This is an optimization exercise on Yosys and OpenROAD, whose aim is small area, a short achievable clock period and few clock cycles per item, not a production implementation.
Only simulation tests tie the RTL to the original design; equivalence was not proved.

## flow/design.v (module list and top-level ports; edited modules follow where they fit)
// module fm_3d_fmul: 751 lines
// module fm_3d_frcp_rom: 26 lines
// module fm_3d_frcp: 291 lines
// module fm_3d_ru_span_setup: 463 lines
module fm_3d_ru_span_setup (
    clk_core,
    rst_x,
    i_valid,
    i_aa_mode,
    i_x_l,
    i_y_l,
    i_z_l,
    i_iw_l,
    i_param00_l,
    i_param01_l,
    i_param02_l,
    i_param03_l,
    i_param10_l,
    i_param11_l,
    i_param12_l,
    i_param13_l,
    i_x_r,
    i_y_r,
    i_z_r,
    i_iw_r,
    i_param00_r,
    i_param01_r,
    i_param02_r,
    i_param03_r,
    i_param10_r,
    i_param11_r,
    i_param12_r,
    i_param13_r,
    o_ack,
    i_param0_en,
    i_param1_en,
    i_param0_size,
    i_param1_size,
    o_idle,
    o_valid,
    o_aa_mode,
    o_kind,
    o_initial_val,
    o_step_val,
    o_delta_a,
    o_y,
    o_end_flag,
    o_end_x,
    i_busy
);
  // ...
==> flow/flow/run.sh <==
#!/bin/bash
# The standard layout (the standard.sh: ORFS synthesis to final layout)
# with these changes to how it is built:
#  - after the standard synthesis, fapol.py flips the polarity of full
#    adders in the synthesized netlist where that removes inverters
#    (a full adder is self-dual); registers and their names are untouched;
#  - the port buffers that placement inserts are the smallest buffer cell
#    instead of ORFS's default choice (the resizer still upsizes them where
#    timing needs it);
#  - clock tree synthesis runs with ORFS's usual arguments and buffer list
#    but without dummy loads.
# Each tool's output goes to a log file here: flow_synth.log,
# flow_fapol.log and flow_make.log; ORFS keeps each step's own log under
# orfs/logs/.
set -euo pipefail
ARGS=(
  BUFFER_PORTS_ARGS="-buffer_cell sky130_fd_sc_hd__buf_1"
  CTS_ARGS="-sink_clustering_enable -repair_clock_nets -dont_use_dummy_load -buf_list {sky130_fd_sc_hd__clkbuf_4 sky130_fd_sc_hd__clkbuf_8}"
)
RES=orfs/results/${FLOW_PLATFORM:-sky130hd}/fm_3d_ru_span_setup/base
bash standard.sh "${ARGS[@]}" synth > flow_synth.log 2>&1
python3 flow/fapol.py $RES/1_2_yosys.v > flow_fapol.log 2>&1
rm -f $RES/1_synth.odb $RES/1_synth.sdc
bash standard.sh "${ARGS[@]}" finish > flow_make.log 2>&1
==> flow/flow/fapol.py <==
#!/usr/bin/env python3
"""Full-adder polarity clean-up on ORFS's synthesized netlist (1_2_yosys.v).

Yosys's extract_fa often maps a full adder with inverted inputs and outputs,
leaving chains such as fa -> inv -> fa.  A full adder is self-dual:
FA(~a, ~b, ~c) = (~sum, ~cout).  Flipping a full adder's polarity therefore
removes the inverters on its inputs and outputs and adds one wherever a
signal of the old polarity is still needed.  This script flips full adders
greedily while that lowers the inverter count, then removes inverter pairs.
The netlist's function, registers and names of existing nets are unchanged.

usage: fapol.py NETLIST   (rewritten in place; a copy is kept as NETLIST.orig)
"""
import re
import shutil
import sys

OUT_PINS = {'X', 'Y', 'Q', 'Q_N', 'SUM', 'COUT', 'HI', 'LO'}
INV = 'sky130_fd_sc_hd__inv_1'


def is_inv(typ):
    return typ.startswith('sky130_fd_sc_hd__inv_') or typ.startswith('sky130_fd_sc_hd__clkinv_')


def is_fa(typ):
    return re.match(r'sky130_fd_sc_hd__fa_\d+$', typ) is not None


def main(path):
    text = open(path).read()
    first = re.search(r'^\s*sky130_fd_sc_hd__\w+\s+\S+\s*\(', text, re.M)
    end = text.rindex('endmodule')
    header, body, footer = text[:first.start()], text[first.start():end], text[end:]
    cells = {}
    order = []
    for m in re.finditer(r'(sky130_fd_sc_hd__\w+)\s+(\S+)\s*\((.*?)\);', body, re.S):
        typ, name, conn = m.group(1), m.group(2), m.group(3)
        pins = [(p, n.strip()) for p, n in re.findall(r'\.(\w+)\(([^()]*)\)', conn)]
        cells[name] = [typ, pins]
        order.append(name)
    # ports: nets that leave or enter the module
    ports = set()
    for m in re.finditer(r'^\s*(input|output|inout)\s+(\[(\d+):(\d+)\]\s+)?(\S+?)\s*;', header, re.M):
        base = m.group(5)
        if m.group(2):
            hi, lo = int(m.group(3)), int(m.group(4))
            for i in range(min(hi, lo), max(hi, lo) + 1):
                ports.add('%s[%d]' % (base, i))
        else:
            ports.add(base)

    drv = {}
    loads = {}

    def rebuild():
        drv.clear()
        loads.clear()
        for c, (typ, pins) in cells.items():
            for p, n in pins:
                if p in OUT_PINS:
                    drv[n] = c
                else:
                    loads.setdefault(n, []).append((c, p))

    rebuild()
    counter = [0]
    new_wires = []

    def fresh():
        counter[0] += 1
        n = 'fapol_n%d' % counter[0]
        new_wires.append(n)
        return n

    def pin(c, p):
        for q, n in cells[c][1]:
            if q == p:
                return n
        raise KeyError(p)

    def setpin(c, p, net):
        old = pin(c, p)
        cells[c][1] = [(q, net if q == p else n) for q, n in cells[c][1]]
        if p in OUT_PINS:
            if drv.get(old) == c:
                del drv[old]
            drv[net] = c
        else:
            loads[old].remove((c, p))
            loads.setdefault(net, []).append((c, p))

    def inv_of(n):
        """an existing inverter whose input is n"""
        for c, p in loads.get(n, []):
            if is_inv(cells[c][0]):
                return c
        return None

    def add_inv(a, y):
        counter[0] += 1
        name = 'fapol_i%d' % counter[0]
        cells[name] = [INV, [('A', a), ('Y', y)]]
        order.append(name)
        drv[y] = name
        loads.setdefault(a, []).append((name, 'A'))
        return name

    def del_cell(c):
        for p, n in cells[c][1]:
            if p in OUT_PINS:
                if drv.get(n) == c:
                    del drv[n]
            else:
                loads[n].remove((c, p))
        del cells[c]

    def gain(f):
        g = 0
        ins = [pin(f, p) for p in ('A', 'B', 'CIN')]
        for n in set(ins):
            k = ins.count(n)
            d = drv.get(n)
            if d is not None and is_inv(cells[d][0]):
                if len(loads.get(n, [])) == k and n not in ports:
                    g += 1
            elif inv_of(n) is None:
                g -= 1
        for p in ('SUM', 'COUT'):
            o = pin(f, p)
            need = o in ports
            for c, q in loads.get(o, []):
                if is_inv(cells[c][0]) and pin(c, 'Y') not in ports:
                    g += 1
                else:
                    need = True
            if need:
                g -= 1
        return g

    def flip(f):
        for p in ('A', 'B', 'CIN'):
            n = pin(f, p)
            d = drv.get(n)
            if d is not None and is_inv(cells[d][0]):
                setpin(f, p, pin(d, 'A'))
                if not loads.get(n) and n not in ports:
                    del_cell(d)
            else:
                j = inv_of(n)
                if j is None:
                    y = fresh()
                    j = add_inv(n, y)
                setpin(f, p, pin(j, 'Y'))
        for p in ('SUM', 'COUT'):
            o = pin(f, p)
            o2 = fresh()
            setpin(f, p, o2)
            need = o in ports
            for c, q in list(loads.get(o, [])):
                y = pin(c, 'Y') if is_inv(cells[c][0]) else None
                if y is not None and y not in ports:
                    for c2, q2 in list(loads.get(y, [])):
                        setpin(c2, q2, o2)
                    del_cell(c)
                else:
                    need = True
            if need:
                add_inv(o2, o)

    before = sum(1 for c in cells if is_inv(cells[c][0]))
    fas = [c for c in order if is_fa(cells[c][0])]
    flips = 0
    while True:
        best, bg = None, 0
        for f in fas:
            g = gain(f)
            if g > bg:
                best, bg = f, g
        if best is None:
            break
        flip(best)
        flips += 1
    # inverter pairs: y = ~~x
    changed = True
    while changed:
        changed = False
        for c in list(cells):
            if c not in cells or not is_inv(cells[c][0]):
                continue
            a, y = pin(c, 'A'), pin(c, 'Y')
            d = drv.get(a)
            if d is None or not is_inv(cells[d][0]) or y in ports:
                continue
            x = pin(d, 'A')
            for c2, q2 in list(loads.get(y, [])):
                setpin(c2, q2, x)
            del_cell(c)
            if not loads.get(a) and a not in ports:
                del_cell(d)
            changed = True
    after = sum(1 for c in cells if is_inv(cells[c][0]))
    used = set()
    for c in cells:
        for p, n in cells[c][1]:
            used.add(n)
    shutil.copyfile(path, path + '.orig')
    out = [header.rstrip('\n') + '\n']
    for n in new_wires:
        if n in used:
            out.append('  wire %s;\n' % n)
    for c in order:
        if c not in cells:
            continue
        typ, pins = cells[c]
        out.append('  %s %s (\n%s\n  );\n' % (typ, c, ',\n'.join('    .%s(%s)' % (p, n + ' ' if n.startswith('\\') else n) for p, n in pins)))
    out.append(footer)
    open(path, 'w').write(''.join(out))
    print('fapol: %d flips, inverters %d -> %d' % (flips, before, after))


if __name__ == '__main__':
    main(sys.argv[1])
==> flow/standard.sh <==
#!/bin/bash
# synth_recipe.tcl (not shown) runs the flow's synth.tcl, then flattens the netlist and writes it again
# the make line also repeats each setting of config.mk as NAME=value (left out here)
make -C /OpenROAD-flow-scripts/flow DESIGN_CONFIG=/design/flow/config.mk WORK_HOME=/design/flow/orfs CLKGATE_MAP_FILE= SYNTH_SCRIPT=/design/flow/synth_recipe.tcl "${@:-finish}"
==> flow/config.mk <==
export PLATFORM = sky130hd
export DESIGN_NAME = fm_3d_ru_span_setup
export DESIGN_NICKNAME = fm_3d_ru_span_setup
export VERILOG_FILES = /design/flow/design.v
export SDC_FILE = /design/flow/constraint.sdc
export NUM_CORES = 4
export LEC_CHECK = 0
export ABC_AREA = 1
export CAP_MARGIN = 20
export CORE_MARGIN = 2
export CORE_UTILIZATION = 68
export CTS_BUF_LIST = sky130_fd_sc_hd__clkbuf_4 sky130_fd_sc_hd__clkbuf_8
export PLACE_DENSITY = 0.75
export SETUP_SLACK_MARGIN = 5
export SLEW_MARGIN = 20
==> flow/constraint.sdc <==
create_clock -name core_clock -period 10.0 [get_ports {clk_core}]
set_input_delay 2.0000 -clock core_clock [delete_from_list [all_inputs] [get_ports {clk_core}]]
set_output_delay 2.0000 -clock core_clock [all_outputs]
set_load 0.01 [all_outputs]
==> summary.txt, run 1 <==
FINISH
-------------------------------------------------------------------------------
Seq Cell Count ...................................................          523
Inverter count of the layout excluding clock inverters ...........          572
Number of buffers outside the clock class in the layout ..........          635
Biggest area consumer among cell classes ......................... multi-input combinational cells
Commonest non-fill, non-tap cell in the layout ................... sky130_fd_sc_hd__nand2_1
Fill cell count ..................................................         4302

WORST SETUP PATH
-------------------------------------------------------------------------------
Crit path buf inv count ..........................................            3
Crit path depth ..................................................            5
Critical path launch point .......................................       i_busy
Register-to-register path setup slack ............................      5.11 ns
Cell Chain, Critical Path ........................................ buf_1 > nand2_8 > nand2_1 > inv_1 > buf_1

DIE
-------------------------------------------------------------------------------
IO Pins ..........................................................          596
Effective utilization at floorplan ...............................        68.7%
Die Ht ...........................................................       248 um

MIN PATH
-------------------------------------------------------------------------------
Destination of the worst hold path ...............................  r4_init[12]
Start point of the worst min-delay path ..........................  r3_init[12]
Cell depth of the worst hold path ................................            0

YOSYS
-------------------------------------------------------------------------------
Number of cells produced by synthesis ............................         4684

STA
-------------------------------------------------------------------------------
Achievable clock frequency .......................................      203 MHz
Final-layout setup total negative slack ..........................         0 ns
Tightest Pin Transition ..........................................      1.29 ns
Number of endpoints with negative hold slack in the final report .            0

STATUS
-------------------------------------------------------------------------------
Outcome ..........................................................  no timing/DRC/antenna violations

PLACEMENT
-------------------------------------------------------------------------------
Final HPWL from detailed placement ...............................    111000 um
Setup Slack @ Placement ..........................................      4.24 ns
Port Buffers .....................................................          567

DRT
-------------------------------------------------------------------------------
Highest routing layer actually used ..............................         met5
Detailed route wirelength on metal3 ..............................     21200 um

RUN
-------------------------------------------------------------------------------
Reported max-cap violation count .................................            0

CLOCK NETWORK
-------------------------------------------------------------------------------
Worst-case clock buffer depth ....................................            3
Number of H-tree branching levels ................................            3
Number of buffers created by CTS .................................           86

GLOBAL ROUTING
-------------------------------------------------------------------------------
Residual overflow from global routing ............................            0
Met3 demand-to-capacity share in global routing ..................        16.6%

Testbench counts, summed over its fixed seeds: cycles 37,798, spans 4,800.
==> inputs of run 2 (changes only) <==
--- a/flow/config.mk
+++ b/flow/config.mk
@@ -8,8 +8,9 @@
 export ABC_AREA = 1
 export CAP_MARGIN = 20
 export CORE_MARGIN = 2
-export CORE_UTILIZATION = 68
+export CORE_UTILIZATION = 55
 export CTS_BUF_LIST = sky130_fd_sc_hd__clkbuf_4 sky130_fd_sc_hd__clkbuf_8
-export PLACE_DENSITY = 0.75
+export GPL_TIMING_DRIVEN = 0
+export PLACE_DENSITY = 0.65
 export SETUP_SLACK_MARGIN = 5
 export SLEW_MARGIN = 20
==> run 2 against run 1 <==
Net effect: area after synthesis did not move; sequential cell count did not move; critical path depth rose by 15; non-clock buffer count rose by 166; clock skew rose by 0.032 ns; synthesized cell count did not move; die area rose by 23%; routed wire length rose by 11%; largest cell class unchanged; highest routed layer unchanged.
==> summary.txt, run 2 <==
WORST SETUP PATH
-------------------------------------------------------------------------------------
Worst path most repeated cell .......................................... sky130_fd_sc_hd__nor2_1
Type of element launching the critical path ............................    flip-flop
Type of the worst setup path ...........................................   reg -> reg
Worst Setup End Kind ...................................................    flip-flop
Max Fanout on Critical Path ............................................           10
Max stage delay cell, worst path ....................................... sky130_fd_sc_hd__nor2_1
Req. time, crit path ...................................................     10.41 ns
Reg2reg start ..........................................................     r_idx[0]
Critical path launch point .............................................     r_idx[0]
Data arrival time of the critical path .................................      5.35 ns
Biggest cell delay along the critical path .............................      0.67 ns
Cell Chain, Critical Path .............................................. inv_1 > ha_1 > inv_1 > nor2_1 > nor2_1 > nand2_1 > nor2_1 > inv_1 > nor2_1 > inv_1 > clkbuf_1 > o21ai_0 > ha_1 > nand2_1 > nor2_1 > o21ai_0 > o211ai_1 > nand2_1 > nand3_1 > o41ai_1

STA
-------------------------------------------------------------------------------------
Achievable clock frequency .............................................      203 MHz   about the same
Clock skew .............................................................    0.0973 ns
Number of endpoints with negative hold slack in the final report .......            0   unchanged
Tightest Pin Transition ................................................      1.21 ns   -0.0775 ns
Final Max Slew Viols ...................................................            0
Setup-failing EPs final ................................................            0
Setup repair after global routing missed its margin ....................          yes
Minimum period implied by the final worst setup slack ..................      4.94 ns
Final-layout setup total negative slack ................................         0 ns   unchanged
Worst max-slew margin expressed relative to the limit ..................        18.3%
Final critical-path share of the clock period ..........................        49.4%

PLACEMENT
-------------------------------------------------------------------------------------
Port Buffers ...........................................................          567   unchanged
Routability congestion estimate from global placement ..................         1.07
Final HPWL from detailed placement .....................................    132000 um   +19%
Cell Area, Placed ......................................................   0.0440 mm2

DIE
-------------------------------------------------------------------------------------
Placeable Area .........................................................   0.0730 mm2
Core Rows ..............................................................           99
IO Pins ................................................................          596   unchanged
Effective utilization at floorplan .....................................        55.5%   -13 points
Die Ht .................................................................       275 um   +11%
Die outline area .......................................................   0.0758 mm2
Floorplan die width ....................................................       275 um

DRT
-------------------------------------------------------------------------------------
Antenna Violating Nets Remaining .......................................            0
Total Routed Length ....................................................    162000 um
Drc violations .........................................................            0
DR pass1 iterations ....................................................            7
Count of routing violations after the opening detailed-route iteration .         4725
Via Count ..............................................................        38200
Routed WL per cell .....................................................      25.4 um
Detail-routed via count per cell .......................................         5.98

FINISH
-------------------------------------------------------------------------------------
Commonest non-fill, non-tap cell in the layout ......................... sky130_fd_sc_hd__nand2_1
Final instance area ....................................................   0.0456 mm2
Final net count ........................................................         6338
Biggest regs ........................................................... r_ctx0: 31 flops, r_ctx1: 31 flops
Synth-to-Final Area Change .............................................        12.6%
Proportion of layout cells with a drive suffix above 1 .................        5.23%
Most frequent cells in the layout ...................................... 1377 x sky130_fd_sc_hd__nand2_1, 579 x sky130_fd_sc_hd__buf_1, 558 x sky130_fd_sc_hd__inv_1, 495 x sky130_fd_sc_hd__edfxtp_1, 272 x sky130_fd_sc_hd__o21ai_0
Utilization after layout ...............................................        62.4%

CLOCK NETWORK
-------------------------------------------------------------------------------------
Number of buffers created by CTS .......................................           87   +1.2%
Clk root buf ........................................................... sky130_fd_sc_hd__clkbuf_8
Num Clock Sinks ........................................................          523
Number of H-tree branching levels ......................................            3   unchanged
Worst-case clock buffer depth ..........................................            3   unchanged
Clock insertion delay at the later pin of the skew report ..............      0.73 ns
TritonCTS clock tree ...................................................         done
Clock slew seen by the registers of the worst setup and hold paths .....      0.06 ns

GLOBAL ROUTING
-------------------------------------------------------------------------------------
Initial antenna violation count ........................................           55
Via count of the first global-routing pass .............................        36800
Overall routing resource usage .........................................        42.2%
Global-route wire length before repair .................................    231000 um
Largest net degree at the start of global routing ......................          140
Residual overflow from global routing ..................................            0   unchanged

YOSYS
-------------------------------------------------------------------------------------
Mapped Avg Cell Area ...................................................     8.64 um2
Synthesized cell area ..................................................   0.0405 mm2
Total of warnings raised by yosys ......................................            1
Number of cells produced by synthesis ..................................         4684   unchanged

RUN
-------------------------------------------------------------------------------------
Reported max-cap violation count .......................................            0   unchanged

STATUS
-------------------------------------------------------------------------------------
Outcome ................................................................  no timing/DRC/antenna violations

MIN PATH
-------------------------------------------------------------------------------------
Worst hold path class ..................................................   reg -> reg
Start point of the worst min-delay path ................................    r3_dp[18]

run 2: final timing paths:
check	to	slack, ns	depth (start not counted)
worst min register to register	r4_dp[18]	0.39	0
min in group asynchronous	r_cnt[1]	1.31	1
worst max-delay path	r1_mag	5.06	20
worst max register to register	r1_mag	5.06	20
max in group asynchronous	r_idx[2]	8.17	1
worst min-delay path	r4_dp[18]	0.39	0
run 2: metrics by stage:
step / hold WS, ns / cells / setup slack, ns
floorplan: 0.400 / 4702 / 5.15
global placement: 0.401 / 6228 / 3.67
detailed placement: 0.405 / 6233 / 4.56
CTS: 0.375 / 6320 / 5.03
global route: 0.392 / 6362 / 4.93
finish: 0.387 / 6377 / 5.06
run 2: cell type report:
cell class	instances	area, um2
fillers	6396	27400
multi-input cells	3387	21900
flip-flops and latches	523	15600
repair buffers	580	2330
inverters	571	2140
well taps	959	1200
clock buffers	87	1200
plain buffers	221	1110
diodes	49	123
run 2: timing repair:
action / CTS / global route
gates cloned: 0 / 0
hold buffers: 0 / 0
endpoints found under the setup margin: 20 / 19
gates resized for setup: 14 / 75
setup buffers: 0 / 8
pin swaps: 0 / 1
run 2: worst max-delay path, delay by kind of cell, from the launching register on:
| kind | cells | cell delay, ns |
|---|---|---|
| AOI/OAI and AO/OA | 4 | 0.91 |
| adders and majority gates | 2 | 0.70 |
| buffers and inverters | 5 | 0.91 |
| DFF | 1 | 0.47 |
| and+or+nand+nor | 9 | 1.66 |
run 2: layer usage:
| layer | track usage [%] | share of wire, % |
|---|---|---|
| met5 | 0 | 0.044 |
| met4 | 36.7 | 10 |
| met3 | 10.9 | 10 |
| met2 | 65.2 | 45 |
| met1 | 49.1 | 35 |
==> inputs of run 3 (changes only) <==
--- a/flow/config.mk
+++ b/flow/config.mk
@@ -10,7 +10,6 @@
 export CORE_MARGIN = 2
 export CORE_UTILIZATION = 55
 export CTS_BUF_LIST = sky130_fd_sc_hd__clkbuf_4 sky130_fd_sc_hd__clkbuf_8
-export GPL_TIMING_DRIVEN = 0
 export PLACE_DENSITY = 0.65
 export SETUP_SLACK_MARGIN = 5
 export SLEW_MARGIN = 20
==> run 3 against run 2 <==
Net effect: area after synthesis is the same; core utilization shrank 1.0 points; synthesized cell count is the same; cell count shrank 2.8%; count of clock-buffer cells in the layout grew 4; maximum frequency grew 1.2%; critical path depth shrank 15; critical endpoint is now o_ack; largest cell class unchanged; highest routed layer unchanged.
==> summary.txt, run 3 <==
WORST SETUP PATH
-------------------------------------------------------------------------------------
Max stage delay cell, worst path ....................................... sky130_fd_sc_hd__nand2_8
Req. time, crit path ...................................................      8.00 ns   -2.41 ns
Cell Chain, Critical Path .............................................. clkbuf_2 > nand2_8 > nand2_1 > inv_1 > buf_1
Type of element launching the critical path ............................    input pin
Register-to-register path setup slack ..................................      5.27 ns   +0.21 ns
Max Fanout on Critical Path ............................................           44   +34
Reg2reg start ..........................................................     r2_xp[0]
Worst Setup End Kind ...................................................  output port
Type of the worst setup path ...........................................    in -> out
Worst Reg2Reg Path Length in Cells .....................................           20   unchanged
Worst flop-to-flop path endpoint .......................................   r3_diff[1]
Biggest cell delay along the critical path .............................      0.28 ns   -0.39 ns
Data arrival time of the critical path .................................      2.88 ns   -2.47 ns

STA
-------------------------------------------------------------------------------------
Hold slack final .......................................................     0.391 ns   +0.00427 ns
Final-layout setup total negative slack ................................         0 ns   unchanged
Final Max Slew Viols ...................................................            0   unchanged
Setup repair after global routing missed its margin ....................          yes
Final critical-path share of the clock period ..........................        48.8%   -0.58 points
Worst max-slew margin expressed relative to the limit ..................        23.6%   +5.4 points
Number of endpoints with negative hold slack in the final report .......            0   unchanged
Achievable clock frequency .............................................      205 MHz   +1.2%
Minimum period implied by the final worst setup slack ..................      4.88 ns   -0.0575 ns
Clock skew .............................................................     0.122 ns   +0.0246 ns
Tightest Pin Transition ................................................      1.13 ns   -0.0800 ns
Setup-failing EPs final ................................................            0   unchanged

FINISH
-------------------------------------------------------------------------------------
Final net count ........................................................         6166   -2.7%
Utilization after layout ...............................................        61.4%   -1.0 points
Commonest non-fill, non-tap cell in the layout ......................... sky130_fd_sc_hd__nand2_1
Synth-to-Final Area Change .............................................        10.7%
Final instance area ....................................................   0.0448 mm2   -1.7%
Proportion of layout cells with a drive suffix above 1 .................        4.60%   -0.63 points
Most frequent cells in the layout ...................................... 1377 x sky130_fd_sc_hd__nand2_1, 565 x sky130_fd_sc_hd__buf_1, 556 x sky130_fd_sc_hd__inv_1, 495 x sky130_fd_sc_hd__edfxtp_1, 268 x sky130_fd_sc_hd__o21ai_0
Fill cell count ........................................................         6578   +2.8%
Biggest regs ........................................................... r_ctx0: 31 flops, r_ctx1: 31 flops

MIN PATH
-------------------------------------------------------------------------------------
Destination of the worst hold path .....................................  r5_init[16]
Start point of the worst min-delay path ................................  r4_init[16]
Cell depth of the worst hold path ......................................            0   unchanged
Worst hold path class ..................................................   reg -> reg

DIE
-------------------------------------------------------------------------------------
Placeable Area .........................................................   0.0730 mm2   unchanged
Floorplan die width ....................................................       275 um   unchanged
Die outline area .......................................................   0.0758 mm2   unchanged
IO Pins ................................................................          596   unchanged
Core Rows ..............................................................           99   unchanged
Die Ht .................................................................       275 um   unchanged
Effective utilization at floorplan .....................................        55.5%   unchanged

STATUS
-------------------------------------------------------------------------------------
Outcome ................................................................  no timing/DRC/antenna violations

DRT
-------------------------------------------------------------------------------------
Count of routing violations after the opening detailed-route iteration .         3896   -18%
Total Routed Length ....................................................    144000 um   -11%
Antenna Violating Nets Remaining .......................................            0   unchanged
Detail-routed via count per cell .......................................         5.85   -2.3%
Via Count ..............................................................        36200   -5.0%
Routed WL per cell .....................................................      23.2 um   -8.5%
DR pass1 iterations ....................................................            8   +1
Drc violations .........................................................            0   unchanged

CLOCK NETWORK
-------------------------------------------------------------------------------------
Clock insertion delay at the later pin of the skew report ..............      0.73 ns   about the same
Clock slew seen by the registers of the worst setup and hold paths .....      0.06 ns   about the same
Clk root buf ........................................................... sky130_fd_sc_hd__clkbuf_8
Worst-case clock buffer depth ..........................................            3   unchanged
Number of H-tree branching levels ......................................            3   unchanged
Number of buffers created by CTS .......................................           91   +4.6%
TritonCTS clock tree ...................................................         done
Num Clock Sinks ........................................................          523   unchanged

GLOBAL ROUTING
-------------------------------------------------------------------------------------
Global-route wire length before repair .................................    210000 um   -9.4%
Largest net degree at the start of global routing ......................          183   +31%
Initial antenna violation count ........................................           48   -13%
Overall routing resource usage .........................................        37.6%   -4.6 points
Via count of the first global-routing pass .............................        33800   -8.1%
Residual overflow from global routing ..................................            0   unchanged

YOSYS
-------------------------------------------------------------------------------------
Synthesized cell area ..................................................   0.0405 mm2   unchanged
Mapped Avg Cell Area ...................................................     8.64 um2   unchanged
Total of warnings raised by yosys ......................................            1   unchanged
Number of cells produced by synthesis ..................................         4684   unchanged

PLACEMENT
-------------------------------------------------------------------------------------
Cell Area, Placed ......................................................   0.0432 mm2   -2.0%
Port Buffers ...........................................................          567   unchanged
Routability congestion estimate from global placement ..................         1.07   +0.17%
Final HPWL from detailed placement .....................................    113000 um   -14%

RUN
-------------------------------------------------------------------------------------
Reported max-cap violation count .......................................            0   unchanged

[run 3: cell type report]
type,instances,area [um2],area share [%]
Tap cell,959,1200,2.68
Timing Repair inverter,1,7.51,0.0168
Timing Repair Buffer,624,2570,5.75
Sequential cell,523,15600,34.8
Multi-Input combinational cell,3387,21900,49.0
Clock buffer,91,1250,2.80
Antenna cell,41,103,0.229
Inverter,571,2160,4.81
[run 3: critical path, delay by kind of cell]
kind / cells / cell delay [ns]
AND/OR/NAND/NOR: 2 / 0.40
buffers and inverters: 3 / 0.47
[run 3: metal layers]
layer	GRT usage (%)	share of wire (%)
met5	0.877	0.075
met4	24.1	7.4
met3	7.49	9.6
met2	58.2	45
met1	48.4	38
[run 3: through the flow]
step | cells | worst slack (ns)
global route | 6193 | 4.96
detailed placement | 6040 | 4.39
floorplan | 4702 | 5.15
finish | 6197 | 5.12
CTS | 6134 | 4.99
global placement | 6040 | 4.45
[run 3: repair_timing]
| item | CTS | global route |
|---|---|---|
| gates resized for setup | 12 | 15 |
| buffers inserted | 3 | 21 |
| pin swaps | 0 | 2 |
| endpoints found under the setup margin | 10 | 30 |
| gates cloned | 0 | 1 |
| hold buffers | 0 | 0 |
[run 3: worst max path at each step]
stage | to | startpoint
2_1_floorplan | r_ctx0[0] | i_busy
3_3_place_gp | r6_init[11] | i_busy
3_5_place_dp | r6_init[17] | i_busy
4_1_cts | r2_m[14] | r1_l[16]
5_1_grt | r2_m[14] | r1_l[16]
6_report | o_ack | i_busy
==> inputs of run 4 (changes only) <==
--- a/flow/config.mk
+++ b/flow/config.mk
@@ -11,5 +11,5 @@
 export CORE_UTILIZATION = 55
 export CTS_BUF_LIST = sky130_fd_sc_hd__clkbuf_4 sky130_fd_sc_hd__clkbuf_8
 export PLACE_DENSITY = 0.65
-export SETUP_SLACK_MARGIN = 5
+export SETUP_SLACK_MARGIN = 4.8
 export SLEW_MARGIN = 20
==> run 4 against run 3 <==
Net effect: routed wire length down 0.12%; setup slack worse by 0.20 ns; first-iteration DRC count up 3.3%; global-route usage down 0.073 points; count of clock-buffer cells in the layout unchanged; via count down 0.22%; core utilization down 0.079 points; critical endpoint unchanged.
==> summary.txt, run 4 <==
CLOCK NETWORK
-------------------------------------------------------------------------------------
Number of H-tree branching levels ......................................            3   unchanged
TritonCTS clock tree ...................................................         done
Clock insertion delay at the later pin of the skew report ..............      0.74 ns   about the same
Number of buffers created by CTS .......................................           91   unchanged
Num Clock Sinks ........................................................          523   unchanged
Clock slew seen by the registers of the worst setup and hold paths .....      0.06 ns   about the same
Clk root buf ........................................................... sky130_fd_sc_hd__clkbuf_8
Worst-case clock buffer depth ..........................................            3   unchanged

YOSYS
-------------------------------------------------------------------------------------
Mapped Avg Cell Area ...................................................     8.64 um2   unchanged
Number of cells produced by synthesis ..................................         4684   unchanged
Total of warnings raised by yosys ......................................            1   unchanged
Synthesized cell area ..................................................   0.0405 mm2   unchanged

WORST SETUP PATH
-------------------------------------------------------------------------------------
Type of the worst setup path ...........................................    in -> out
Worst flop-to-flop path endpoint .......................................       r1_mag
Max Fanout on Critical Path ............................................           44   unchanged
Worst Setup End Kind ...................................................  output port
Data arrival time of the critical path .................................      3.08 ns   +0.20 ns
Req. time, crit path ...................................................      8.00 ns   about the same
Worst Reg2Reg Path Length in Cells .....................................           21   +5.0%
Reg2reg start ..........................................................     r_idx[1]
Register-to-register path setup slack ..................................      5.14 ns   -0.13 ns
Type of element launching the critical path ............................    input pin

PLACEMENT
-------------------------------------------------------------------------------------
Routability congestion estimate from global placement ..................         1.07   unchanged
Instance count after placement with tap cells included .................         6040   unchanged
Final HPWL from detailed placement .....................................    113000 um   unchanged
Port Buffers ...........................................................          567   unchanged

DIE
-------------------------------------------------------------------------------------
Floorplan die width ....................................................       275 um   unchanged
Die Ht .................................................................       275 um   unchanged
IO Pins ................................................................          596   unchanged
Core Rows ..............................................................           99   unchanged
Placeable Area .........................................................   0.0730 mm2   unchanged
Effective utilization at floorplan .....................................        55.5%   unchanged
Die outline area .......................................................   0.0758 mm2   unchanged

FINISH
-------------------------------------------------------------------------------------
Biggest regs ........................................................... r_ctx0: 31 flops, r_ctx1: 31 flops
Most frequent cells in the layout ...................................... 1377 x sky130_fd_sc_hd__nand2_1, 566 x sky130_fd_sc_hd__buf_1, 555 x sky130_fd_sc_hd__inv_1, 495 x sky130_fd_sc_hd__edfxtp_1, 269 x sky130_fd_sc_hd__o21ai_0
Final net count ........................................................         6161   -0.081%
Proportion of layout cells with a drive suffix above 1 .................        4.45%   -0.15 points
Commonest non-fill, non-tap cell in the layout ......................... sky130_fd_sc_hd__nand2_1
Final std cells w/o fill ...............................................         6194   -0.048%
Utilization after layout ...............................................        61.3%   -0.079 points
Synth-to-Final Area Change .............................................        10.5%

MIN PATH
-------------------------------------------------------------------------------------
Worst hold path class ..................................................   reg -> reg
Destination of the worst hold path .....................................  r5_init[16]
Cell depth of the worst hold path ......................................            0   unchanged
Start point of the worst min-delay path ................................  r4_init[16]

STA
-------------------------------------------------------------------------------------
Final Max Slew Viols ...................................................            0   unchanged
Tightest Pin Transition ................................................      1.22 ns   +0.0871 ns
Achievable clock frequency .............................................      197 MHz   -3.9%
Worst max-slew margin expressed relative to the limit ..................        17.8%   -5.9 points
Final-layout setup total negative slack ................................         0 ns   unchanged
Number of endpoints with negative hold slack in the final report .......            0   unchanged
Setup repair after global routing missed its margin ....................          yes
Clock skew .............................................................     0.119 ns   -0.00331 ns
Minimum period implied by the final worst setup slack ..................      5.08 ns   +0.198 ns
Final critical-path share of the clock period ..........................        50.8%   +2.0 points
Setup-failing EPs final ................................................            0   unchanged

DRT
-------------------------------------------------------------------------------------
Via Count ..............................................................        36200   -0.22%
Detail-routed via count per cell .......................................         5.84   -0.17%
Drc violations .........................................................            0   unchanged
DR pass1 iterations ....................................................            6   -2
Total Routed Length ....................................................    144000 um   -0.12%
Count of routing violations after the opening detailed-route iteration .         4023   +3.3%
Antenna Violating Nets Remaining .......................................            0   unchanged
Routed WL per cell .....................................................      23.2 um   about the same

GLOBAL ROUTING
-------------------------------------------------------------------------------------
Global-route wire length before repair .................................    209000 um   -0.19%
Overall routing resource usage .........................................        37.5%   -0.073 points
Initial antenna violation count ........................................           53   +10%
Largest net degree at the start of global routing ......................          183   unchanged
Via count of the first global-routing pass .............................        33800   -0.021%
Residual overflow from global routing ..................................            0   unchanged

STATUS
-------------------------------------------------------------------------------------
Outcome ................................................................  no timing/DRC/antenna violations

RUN
-------------------------------------------------------------------------------------
Reported max-cap violation count .......................................            0   unchanged

## run 4: critical path, cell delays in order
cell and delay (ns):
sky130_fd_sc_hd__buf_1 0.15, sky130_fd_sc_hd__nand2_4 0.43, sky130_fd_sc_hd__nand2_1 0.15, sky130_fd_sc_hd__inv_1 0.14, sky130_fd_sc_hd__buf_1 0.20
## run 4: stage by stage
step	setup WS (ns)	instance area, um2	hold slack, ns
after global placement	4.45	43200	0.401
after detailed placement	4.39	43200	0.405
after global routing	4.80	44700	0.410
after floorplan	5.15	40500	0.400
after CTS	4.85	44400	0.393
final	4.92	44700	0.388
## run 4: final cells by class
class                      count  area, um2
fill                        6592      28200
multi-input combinational   3387      21900
sequential                   523      15600
timing repair buffer         619       2530
inverter                     571       2160
clock buffer                  91       1250
tap                          959       1200
antenna                       43        108
timing repair inverter         1       7.51
## run 4: worst max-delay path by stage
stage	from	end	depth (start not counted)
floorplan	i_busy	r_ctx0[0]	8
global placement	i_busy	r6_init[11]	5
detailed placement	i_busy	r6_init[17]	5
CTS	r1_l[16]	r2_m[14]	24
global route	r1_l[16]	r2_m[14]	24
finish	i_busy	o_ack	5
## run 4: what timing repair did
action,in CTS,in global routing
buffers inserted,0,19
cloned,0,1
hold buffers,0,0
setup endpoints to repair,3,15
gates resized for setup,2,16
pin swaps,0,1
## run 4: layer usage
layer / up-vias / global-route usage [%] / wire (um)
li1: 16600 / - / -
met1: 17000 / 48.1 / 54400
met2: 2092 / 57.9 / 65000
met3: 392 / 7.62 / 14000
met4: 4 / 24.7 / 10300
met5: - / 0.877 / 104
==> inputs of run 5 (changes only) <==
--- a/flow/flow/run.sh
+++ b/flow/flow/run.sh
@@ -8,14 +8,15 @@
 #    instead of ORFS's default choice (the resizer still upsizes them where
 #    timing needs it);
 #  - clock tree synthesis runs with ORFS's usual arguments and buffer list
-#    but without dummy loads.
+#    but without dummy loads, with at most 16 sinks within 90 um per
+#    leaf cluster and clkbuf_16 also allowed, so fewer leaf buffers.
 # Each tool's output goes to a log file here: flow_synth.log,
 # flow_fapol.log and flow_make.log; ORFS keeps each step's own log under
 # orfs/logs/.
 set -euo pipefail
 ARGS=(
   BUFFER_PORTS_ARGS="-buffer_cell sky130_fd_sc_hd__buf_1"
-  CTS_ARGS="-sink_clustering_enable -repair_clock_nets -dont_use_dummy_load -buf_list {sky130_fd_sc_hd__clkbuf_4 sky130_fd_sc_hd__clkbuf_8}"
+  CTS_ARGS="-sink_clustering_enable -repair_clock_nets -dont_use_dummy_load -sink_clustering_size 16 -sink_clustering_max_diameter 90 -buf_list {sky130_fd_sc_hd__clkbuf_4 sky130_fd_sc_hd__clkbuf_8 sky130_fd_sc_hd__clkbuf_16}"
 )
 RES=orfs/results/${FLOW_PLATFORM:-sky130hd}/fm_3d_ru_span_setup/base
 bash standard.sh "${ARGS[@]}" synth > flow_synth.log 2>&1
--- a/flow/config.mk
+++ b/flow/config.mk
@@ -11,5 +11,5 @@
 export CORE_UTILIZATION = 55
 export CTS_BUF_LIST = sky130_fd_sc_hd__clkbuf_4 sky130_fd_sc_hd__clkbuf_8
 export PLACE_DENSITY = 0.65
-export SETUP_SLACK_MARGIN = 4.8
+export SETUP_SLACK_MARGIN = 5
 export SLEW_MARGIN = 20
==> run 5 against run 4 <==
Net effect: sequential cell count did not move; critical path depth increased by 13; maximum frequency grew 2.3%; global-route usage shrank 0.057 points; register-to-register slack got worse by 0.10 ns; design area is 0.22% lower; via count is 0.26% lower; die area unchanged; routed wire length up 0.17%; clock skew fell by 0.020 ns; area after synthesis unchanged; critical path type is now reg -> reg; highest routed layer unchanged.
==> summary.txt, run 5 <==
STATUS
-------------------------------------------------------------------------------------
Outcome ................................................................  no timing/DRC/antenna violations

DRT
-------------------------------------------------------------------------------------
Antenna Violating Nets Remaining .......................................            0   unchanged
Total Routed Length ....................................................    144000 um   +0.17%
Count of routing violations after the opening detailed-route iteration .         3831   -4.8%
Routed WL per cell .....................................................      23.4 um   +0.80%
Drc violations .........................................................            0   unchanged
Via Count ..............................................................        36100   -0.26%
Detail-routed via count per cell .......................................         5.86   +0.37%
DR pass1 iterations ....................................................           13   +7

GLOBAL ROUTING
-------------------------------------------------------------------------------------
Global-route wire length before repair .................................    209000 um   -0.12%
Initial antenna violation count ........................................           52   -1.9%
Residual overflow from global routing ..................................            0   unchanged
Overall routing resource usage .........................................        37.5%   -0.057 points
Largest net degree at the start of global routing ......................          183   unchanged
Via count of the first global-routing pass .............................        33400   -1.0%

RUN
-------------------------------------------------------------------------------------
Reported max-cap violation count .......................................            0   unchanged

CLOCK NETWORK
-------------------------------------------------------------------------------------
Number of buffers created by CTS .......................................           41   -55%
Clock slew seen by the registers of the worst setup and hold paths .....      0.08 ns   +0.02 ns
Clk root buf ........................................................... sky130_fd_sc_hd__clkbuf_16
Clock insertion delay at the later pin of the skew report ..............      0.61 ns   -0.13 ns
Number of H-tree branching levels ......................................            2   -1
Num Clock Sinks ........................................................          523   unchanged
Worst-case clock buffer depth ..........................................            3   unchanged
TritonCTS clock tree ...................................................         done

YOSYS
-------------------------------------------------------------------------------------
Number of cells produced by synthesis ..................................         4684   unchanged
Total of warnings raised by yosys ......................................            1   unchanged
Mapped Avg Cell Area ...................................................     8.64 um2   unchanged
Synthesized cell area ..................................................   0.0405 mm2   unchanged

FINISH
-------------------------------------------------------------------------------------
Final net count ........................................................         6125   -0.58%
Commonest non-fill, non-tap cell in the layout ......................... sky130_fd_sc_hd__nand2_1
Utilization after layout ...............................................        61.2%   -0.14 points
Proportion of layout cells with a drive suffix above 1 .................        3.84%   -0.61 points
Synth-to-Final Area Change .............................................        10.3%
Biggest regs ........................................................... r_ctx0: 31 flops, r_ctx1: 31 flops
Most frequent cells in the layout ...................................... 1377 x sky130_fd_sc_hd__nand2_1, 565 x sky130_fd_sc_hd__buf_1, 556 x sky130_fd_sc_hd__inv_1, 495 x sky130_fd_sc_hd__edfxtp_1, 267 x sky130_fd_sc_hd__o21ai_0

WORST SETUP PATH
-------------------------------------------------------------------------------------
Req. time, crit path ...................................................     10.35 ns   +2.35 ns
Type of the worst setup path ...........................................   reg -> reg
Max Fanout on Critical Path ............................................           43   -2.3%
Crit path buf inv count ................................................            5   +2
Family with the most delay on the worst path ........................... simple AND/OR/NAND/NOR gates
Type of element launching the critical path ............................    flip-flop
Crit path depth ........................................................           18   +13
Worst path most repeated cell .......................................... sky130_fd_sc_hd__inv_1
Worst Setup End Kind ...................................................    flip-flop
Max stage delay cell, worst path ....................................... sky130_fd_sc_hd__o21ai_1
Cell Chain, Critical Path .............................................. inv_1 > ha_1 > inv_1 > nor3_2 > buf_4 > nor3_1 > inv_1 > nor2_2 > clkinvlp_4 > o21ai_1 > ha_1 > nand2_1 > nor2_1 > o21ai_0 > o211ai_1 > nand2_1 > nand3_1 > o41ai_1
Data arrival time of the critical path .................................      5.32 ns   +2.24 ns
Biggest cell delay along the critical path .............................      0.66 ns   +0.23 ns
Worst Reg2Reg Path Length in Cells .....................................           18   -14%

DIE
-------------------------------------------------------------------------------------
Effective utilization at floorplan .....................................        55.5%   unchanged
IO Pins ................................................................          596   unchanged
Floorplan die width ....................................................       275 um   unchanged
Placeable Area .........................................................   0.0730 mm2   unchanged
Die outline area .......................................................   0.0758 mm2   unchanged
Core Rows ..............................................................           99   unchanged
Die Ht .................................................................       275 um   unchanged

STA
-------------------------------------------------------------------------------------
Final Max Slew Viols ...................................................            0   unchanged
Setup repair after global routing missed its margin ....................          yes
Worst max-slew margin expressed relative to the limit ..................        16.3%   -1.5 points
Final critical-path share of the clock period ..........................        49.6%   -1.1 points
Final-layout setup total negative slack ................................         0 ns   unchanged
Tightest Pin Transition ................................................      1.24 ns   +0.0217 ns
Number of endpoints with negative hold slack in the final report .......            0   unchanged
Minimum period implied by the final worst setup slack ..................      4.96 ns   -0.115 ns
Setup-failing EPs final ................................................            0   unchanged
Achievable clock frequency .............................................      202 MHz   +2.3%
Clock skew .............................................................    0.0984 ns   -0.0201 ns
Worst Setup Slack, final ...............................................      5.04 ns   +0.115 ns

MIN PATH
-------------------------------------------------------------------------------------
Worst hold path class ..................................................   reg -> reg
Cell depth of the worst hold path ......................................            0   unchanged

PLACEMENT
-------------------------------------------------------------------------------------
Setup Slack @ Placement ................................................      4.39 ns   unchanged
Final HPWL from detailed placement .....................................    113000 um   unchanged
Port Buffers ...........................................................          567   unchanged
Routability congestion estimate from global placement ..................         1.07   unchanged

run 5: cell count changes in the layout (fill, tap and decap cells not counted), moves of 2 or more:
cell,delta
sky130_fd_sc_hd__buf_4,+11
sky130_fd_sc_hd__clkbuf_8,-91
sky130_fd_sc_hd__clkbuf_16,+41
sky130_fd_sc_hd__inv_4,+2
sky130_fd_sc_hd__o21ai_0,-2
sky130_fd_sc_hd__o21ai_1,+2
sky130_fd_sc_hd__diode_2,-3
sky130_fd_sc_hd__clkbuf_2,+2
sky130_fd_sc_hd__buf_6,+2
sky130_fd_sc_hd__clkinvlp_4,-3
run 5: layout make-up:
type / instances / area, um2
well taps: 959 / 1200
diodes: 40 / 100
repair buffers: 633 / 2640
repair inverters: 1 / 7.51
multi-input cells: 3387 / 21900
clock buffers: 41 / 1030
inverters: 571 / 2160
fillers: 6569 / 28300
flip-flops and latches: 523 / 15600
run 5: final timing paths:
check	end	from	slack (ns)
worst min-delay path	r4_init[9]	r3_init[9]	0.40
worst max-delay path	r1_mag	r_idx[1]	5.04
worst max register to register	r1_mag	r_idx[1]	5.04
min in group asynchronous	r_pres	rst_x	1.45
max in group asynchronous	r_p1s[0]	rst_x	8.07
worst min register to register	r4_init[9]	r3_init[9]	0.40
run 5: metrics by stage:
| stage | instances | cell area [um2] | hold slack, ns |
|---|---|---|---|
| floorplan | 4702 | 40500 | 0.400 |
| global placement | 6040 | 43200 | 0.401 |
| detailed placement | 6040 | 43200 | 0.405 |
| CTS | 6084 | 44200 | 0.400 |
| global route | 6150 | 44600 | 0.407 |
| finish | 6155 | 44600 | 0.402 |
run 5: repair_timing:
action                     4_1_cts  5_1_grt
pin swaps                        0        2
hold buffers                     0        0
setup endpoints to repair       10       95
resized for setup               10       19
cloned                           0        1
setup buffers                    3       30
run 5: metal layers:
| layer | up-vias | part of all wire (%) | global-route usage [%] | wire (um) |
|---|---|---|---|---|
| li1 | 16600 | - | - | - |
| met1 | 17100 | 38 | 48.2 | 54600 |
| met2 | 1987 | 46 | 58.9 | 65900 |
| met3 | 397 | 9.4 | 6.80 | 13500 |
| met4 | 6 | 6.9 | 23.3 | 9870 |
| met5 | - | 0.074 | 0.877 | 107 |
run 5: worst reg2reg max path, delay by kind of cell (launching register included):
kind	cells	cell delay [ns]
adders and majority gates	2	0.50
and+or+nand+nor	7	1.47
DFF	1	0.48
buffers and inverters	5	1.28
AOI/OAI and AO/OA	4	0.98

-- what the ideal ports hide --
In the flow no input, the clock included, has a driving cell. The finished layouts below were timed again as built, in two steps. Step 1 assumes that a clkbuf_16 drives the clock port and a buf_2 every other input. Step 2, shift: input delay + t, output delay - t, t = (earliest + latest rising clock arrival at the registers) / 2. This alone moves slack from input paths to output paths. Three values: ideal ports, drivers, drivers and shift; two values: the first two.
| run | t, ns | setup WS [ns] | hold slack, ns | worst setup path after step 2 | pins driven straight from the clock port |
|---|---|---|---|---|---|
| run 1 | 0.746 | 5.063 / 5.008 / 4.768 | 0.410 / 0.410 / 0.410 | input to register | 1 |
| run 2 | 0.759 | 5.064 / 5.064 / 4.725 | 0.387 / 0.387 / 0.387 | input to register | 1 |
| run 3 | 0.743 | 5.121 / 5.085 / 4.582 | 0.391 / 0.391 / 0.391 | input to register | 1 |
| run 4 | 0.745 | 4.923 / 4.887 / 4.356 | 0.388 / 0.388 / 0.388 | input to register | 1 |
| run 5 | 0.639 | 5.038 / 5.038 / 4.910 | 0.402 / 0.402 / 0.402 | input to register | 1 |
After both steps setup and hold are still met in every run listed. For run 4, which loses most, drivers alone change the setup slack by -0.036 ns; drivers and shift together by -0.567 ns.
